Source: an optimization exercise on an open RTL-to-GDS flow (aim: small area). Production flows keep margins and buffers that such runs may drop.
Only simulation tests tie the RTL to the original design; equivalence was not proved.

old:
// ai_accel
module ai_accel
(
	rst_n,
	clk,
	addr,
	wr_en,
	accel_select,
	data_in,
	ctr,
	data_out
);
	input rst_n;
	input clk;
	input [31:0] addr;
	input wr_en;
	input accel_select;
	input [31:0] data_in;
	output [31:0] data_out;
	output [15:0] ctr;
	reg go_bit;
	reg [1:0] st;           
	reg [31:0] data_A0, data_A1, data_A2;
	reg [31:0] data_B0, data_B1, data_B2, data_B3;
	reg vA0, vA1, vA2, vB0, vB1, vB2, vB3;
	reg [7:0] res1, res2, res3, res4;
	reg go_seen;            
	wire [3:0] fld = addr[5:2];
	wire wr = wr_en & accel_select;
	wire go_bit_in = wr & (fld == 4'b1000);
	wire done_bit = st[1] & st[0];
	wire [1:0] counter = {st[1], st[0] & ~st[1]};
	assign ctr = {14'b0, counter};
	wire wA0 = wr & (fld == 4'b1010);
	wire wA1 = wr & (fld == 4'b1011);
	wire wA2 = wr & (fld == 4'b1100);
	wire wB0 = wr & (fld == 4'b1101);
	wire wB1 = wr & (fld == 4'b1110);
	wire wB2 = wr & (fld == 4'b1111);
	wire wB3 = wr & (fld == 4'b0000);
	always @(posedge clk or negedge rst_n)
		if (~rst_n) begin
			go_bit <= 1'b0;
			go_seen <= 1'b0;
			st <= 2'd0;
			vA0 <= 1'b0;
			vA1 <= 1'b0;
			vA2 <= 1'b0;
			vB0 <= 1'b0;
			vB1 <= 1'b0;
			vB2 <= 1'b0;
			vB3 <= 1'b0;
		end else begin
			go_bit <= go_bit_in;
			if (go_bit_in) go_seen <= 1'b1;
			st <= go_bit_in ? 2'd0 : (done_bit ? st : st + 2'd1);
			if (wA0) vA0 <= 1'b1;
			if (wA1) vA1 <= 1'b1;
			if (wA2) vA2 <= 1'b1;
			if (wB0) vB0 <= 1'b1;
			if (wB1) vB1 <= 1'b1;
			if (wB2) vB2 <= 1'b1;
			if (wB3) vB3 <= 1'b1;
		end
	always @(posedge clk) begin
		if (wA0) data_A0 <= data_in;
		if (wA1) data_A1 <= data_in;
		if (wA2) data_A2 <= data_in;
		if (wB0) data_B0 <= data_in;
		if (wB1) data_B1 <= data_in;
		if (wB2) data_B2 <= data_in;
		if (wB3) data_B3 <= data_in;
	end
	wire [23:0] a0 = data_A0[23:0];
	wire [23:0] a1 = data_A1[23:0];
	wire [23:0] a2 = data_A2[23:0];
	wire [3:0] s0, s1, s2;
	wsel ws(go_bit_in, st, vA0, vA1, vA2, vB0, vB1, vB2, vB3, s0, s1, s2);
	wire [23:0] b0 = ({24{s0[0]}} & data_B0[31:8]) | ({24{s0[1]}} & data_B0[23:0]) |
	                 ({24{s0[2]}} & data_B1[31:8]) | ({24{s0[3]}} & data_B1[23:0]);
	wire [23:0] b1 = ({24{s1[0]}} & data_B1[31:8]) | ({24{s1[1]}} & data_B1[23:0]) |
  ...
Size in the first run: roughly 2000 cells after synthesis, about 120 I/O pins, roughly 24000 sq um of cells after synthesis.
Settings: LEC_CHECK=0, CAP_MARGIN=20, CORE_MARGIN=2, CORE_UTILIZATION=45, CTS_BUF_LIST=sky130_fd_sc_hd__clkbuf_16, CTS_CLUSTER_DIAMETER=100, CTS_CLUSTER_SIZE=25, PLACE_DENSITY=0.6, SETUP_SLACK_MARGIN=0, SLEW_MARGIN=20, SYNTH_HIERARCHICAL=1, SYNTH_MINIMUM_KEEP_SIZE=0; clock period 32.0 ns.
run.sh (not shown) runs the stock make flow with config.mk's settings and CLKGATE_MAP_FILE= SYNTH_SCRIPT=/design/flow/synth_recipe.tcl, a recipe that flattens the netlist after the stock synthesis.
old ran to completion and came out clean on the timing, DRC and antenna checks.
The following lists how new was set up differently from old:
Settings: CTS_ARGS: unset -> -sink_clustering_enable -repair_clock_nets -dont_use_dummy_load -sink_clustering_size 25 -sink_clustering_max_diameter 100 -buf_list sky130_fd_sc_hd__clkbuf_16; BUFFER_PORTS_ARGS: unset -> -buffer_cell sky130_fd_sc_hd__buf_2; PLACE_DENSITY: 0.6 -> 0.7; GPL_TIMING_DRIVEN: unset -> 0; CORE_UTILIZATION: 45 -> 60; REMOVE_ABC_BUFFERS: unset -> 1.
==> flow/flow/run.sh (new file) <==
#!/bin/bash
# Standard layout (standard.sh), except: the synthesis buffers are removed at
# floorplan, ports get buf_2 buffers, and CTS inserts no dummy loads.
set -e
cat >> config.mk <<'EOF'
export REMOVE_ABC_BUFFERS = 1
export BUFFER_PORTS_ARGS = -buffer_cell sky130_fd_sc_hd__buf_2
export CTS_ARGS = -sink_clustering_enable -repair_clock_nets -dont_use_dummy_load -sink_clustering_size 25 -sink_clustering_max_diameter 100 -buf_list sky130_fd_sc_hd__clkbuf_16
EOF
bash standard.sh > standard.log 2>&1
==> flow/standard.sh (new file) <==
#!/bin/bash
# synth_recipe.tcl (not shown) runs the flow's synth.tcl, then flattens the netlist and writes it again
# the make line also repeats each setting of config.mk as NAME=value (left out here)
make -C /OpenROAD-flow-scripts/flow DESIGN_CONFIG=/design/flow/config.mk WORK_HOME=/design/flow/orfs CLKGATE_MAP_FILE= SYNTH_SCRIPT=/design/flow/synth_recipe.tcl "${@:-finish}"
removed: flow/run.sh
Notes after the runs:
Having completed the whole flow, new delivered a layout that passed the timing, DRC and antenna checks.
Fmax | new vs old | new faster
Buffer count excluding the clock tree in the final layout, new vs old: down by a few percent
Routed wire length: new vs old up 3.1%

---

ai_accel, a different RTL version from the one above (not shown whole).
Size in the first run: roughly 1900 cells after synthesis, about 260 flip-flops, ~120 I/O pins, roughly 23000 um2 of cells after synthesis.
// ai_accel
module ai_accel
(
	rst_n,
	clk,
	addr,
	wr_en,
	accel_select,
	data_in,
	ctr,
	data_out
);
	input rst_n;
	input clk;
	input [31:0] addr;
	input wr_en;
	input accel_select;
	input [31:0] data_in;
	output [31:0] data_out;
	wire [31:0] data_out;
	output [15:0] ctr;
	reg go_bit;
	reg [1:0] st;           
	reg [31:0] data_A0, data_A1, data_A2;
	reg [31:0] data_B0, data_B1, data_B2, data_B3;
	reg vA0, vA1, vA2, vB0, vB1, vB2, vB3;
	reg [7:0] res1, res2, res3;
	reg go_seen;            
	wire [3:0] fld = addr[5:2];
	wire wr = wr_en & accel_select;
	wire go_bit_in = wr & (fld == 4'b1000);
	wire done_bit = st[1] & st[0];
	wire [1:0] counter = {st[1], st[0] & ~st[1]};
	assign ctr = {14'b0, counter};
	wire wA0 = wr & (fld == 4'b1010);
	wire wA1 = wr & (fld == 4'b1011);
	wire wA2 = wr & (fld == 4'b1100);
	wire wB0 = wr & (fld == 4'b1101);
	wire wB1 = wr & (fld == 4'b1110);
	wire wB2 = wr & (fld == 4'b1111);
	wire wB3 = wr & (fld == 4'b0000);
	always @(posedge clk or negedge rst_n)
		if (~rst_n) begin
			go_bit <= 1'b0;
			go_seen <= 1'b0;
			st <= 2'd0;
			vA0 <= 1'b0;
			vA1 <= 1'b0;
			vA2 <= 1'b0;
			vB0 <= 1'b0;
			vB1 <= 1'b0;
			vB2 <= 1'b0;
			vB3 <= 1'b0;
		end else begin
			go_bit <= go_bit_in;
			if (go_bit_in) go_seen <= 1'b1;
			st <= go_bit_in ? 2'd0 : (done_bit ? st : st + 2'd1);
			if (wA0) vA0 <= 1'b1;
			if (wA1) vA1 <= 1'b1;
			if (wA2) vA2 <= 1'b1;
			if (wB0) vB0 <= 1'b1;
			if (wB1) vB1 <= 1'b1;
			if (wB2) vB2 <= 1'b1;
			if (wB3) vB3 <= 1'b1;
		end
	always @(posedge clk) begin
		if (wA0) data_A0 <= data_in;
		if (wA1) data_A1 <= data_in;
		if (wA2) data_A2 <= data_in;
		if (wB0) data_B0 <= data_in;
		if (wB1) data_B1 <= data_in;
		if (wB2) data_B2 <= data_in;
		if (wB3) data_B3 <= data_in;
	end
	wire [23:0] a0 = data_A0[23:0];
	wire [23:0] a1 = data_A1[23:0];
	wire [23:0] a2 = data_A2[23:0];
	wire [3:0] s0, s1, s2;
	wsel ws(st, vA0, vA1, vA2, vB0, vB1, vB2, vB3, s0, s1, s2);
	wire [23:0] b0 = ({24{s0[0]}} & data_B0[31:8]) | ({24{s0[1]}} & data_B0[23:0]) |
  ...
export LEC_CHECK = 0
export CAP_MARGIN = 20
export CORE_MARGIN = 2
export CORE_UTILIZATION = 60
export CTS_BUF_LIST = sky130_fd_sc_hd__clkbuf_16
export CTS_CLUSTER_DIAMETER = 100
export CTS_CLUSTER_SIZE = 25
export GPL_TIMING_DRIVEN = 0
export PLACE_DENSITY = 0.7
export SETUP_SLACK_MARGIN = 0
export SLEW_MARGIN = 20
export SYNTH_HIERARCHICAL = 1
export SYNTH_MINIMUM_KEEP_SIZE = 0
export REMOVE_ABC_BUFFERS = 1
export BUFFER_PORTS_ARGS = -buffer_cell sky130_fd_sc_hd__buf_2
export CTS_ARGS = -sink_clustering_enable -repair_clock_nets -dont_use_dummy_load -sink_clustering_size 25 -sink_clustering_max_diameter 100 -buf_list sky130_fd_sc_hd__clkbuf_16
create_clock -name core_clock -period 32.0 [get_ports {clk}]
standard.sh (not shown) runs the stock make flow with config.mk's settings and CLKGATE_MAP_FILE= SYNTH_SCRIPT=/design/flow/synth_recipe.tcl, a recipe that flattens the netlist after the stock synthesis.
==> flow/flow/run.sh <==
#!/bin/bash
# Standard layout (standard.sh), except: the synthesis buffers are removed at
# floorplan, ports get buf_2 buffers, and CTS inserts no dummy loads.
set -e
cat >> config.mk <<'EOF'
export REMOVE_ABC_BUFFERS = 1
export BUFFER_PORTS_ARGS = -buffer_cell sky130_fd_sc_hd__buf_2
export CTS_ARGS = -sink_clustering_enable -repair_clock_nets -dont_use_dummy_load -sink_clustering_size 25 -sink_clustering_max_diameter 100 -buf_list sky130_fd_sc_hd__clkbuf_16
EOF
bash standard.sh > standard.log 2>&1
The baseline ran to the end with no violations.
Next try:
--- a/flow/config.mk
+++ b/flow/config.mk
@@ -7,3 +7,3 @@
 export LEC_CHECK = 0
-export CAP_MARGIN = 20
+export CAP_MARGIN = 0
 export CORE_MARGIN = 2
@@ -16,3 +16,3 @@
 export SETUP_SLACK_MARGIN = 0
-export SLEW_MARGIN = 20
+export SLEW_MARGIN = 0
 export SYNTH_HIERARCHICAL = 1
=> The changed run ran to the end with no violations. Routed wire length hardly moves. Die area does not change. Design area decreases by 0.64%. Global-route usage hardly moves. Via count decreases by 0.70%. Clock skew decreases by 0.0066 ns. Worst setup slack improved by 0.21 ns. First-iteration DRC count decreases by 5.2%. Register-to-register slack improved by 0.17 ns.
Next try:
--- a/flow/config.mk
+++ b/flow/config.mk
@@ -7,3 +7,3 @@
 export LEC_CHECK = 0
-export CAP_MARGIN = 0
+export CAP_MARGIN = 5
 export CORE_MARGIN = 2
@@ -16,3 +16,3 @@
 export SETUP_SLACK_MARGIN = 0
-export SLEW_MARGIN = 0
+export SLEW_MARGIN = 5
 export SYNTH_HIERARCHICAL = 1
Die area is unchanged.
Clock-buffer cell count does not change.
Utilization hardly moves.
Routed wire length decreases by 0.60%.
Global-route usage barely changes.
Non-clock buffer count increases by 2.
Final cell count stays flat.
Worst setup slack got worse by 0.045 ns.
Via count decreases by 0.39%.

## afterwards: timing with drivers on the ports
The results above use ideal ports. As a check the final layouts listed here were re-extracted and re-timed, cells and wires unchanged.
Step 1 sets driving cells, clkbuf_16 on the clock port and buf_2 on the other inputs (assumed; they add their load-dependent delay and slew).
Step 2 also shifts input and output timing later by t, the mid clock arrival at the registers, as if the neighbouring blocks saw the same clock.
Three values: no drivers, after step 1, after step 2; two values: the first two.
| run | t (ns) | setup WS [ns] | worst setup path after step 2 | worst slew at a driven data input, ns |
|---|---|---|---|---|
| old | 0.609 | 8.808 / 8.748 / 9.358 | register to output | 0.05 |
| new | 0.545 | 9.402 / 9.344 / 9.889 | register to output | 0.07 |
| the first run of note 2 | 0.530 | 0.519 / 0.472 / 1.001 | register to output | 0.09 |
| the second run of note 2 | 0.547 | 0.728 / 0.675 / 1.222 | register to output | 0.09 |
| the third run of note 2 | 0.544 | 0.683 / 0.628 / 1.173 | register to output | 0.07 |
After both steps every run listed still meets setup and hold.
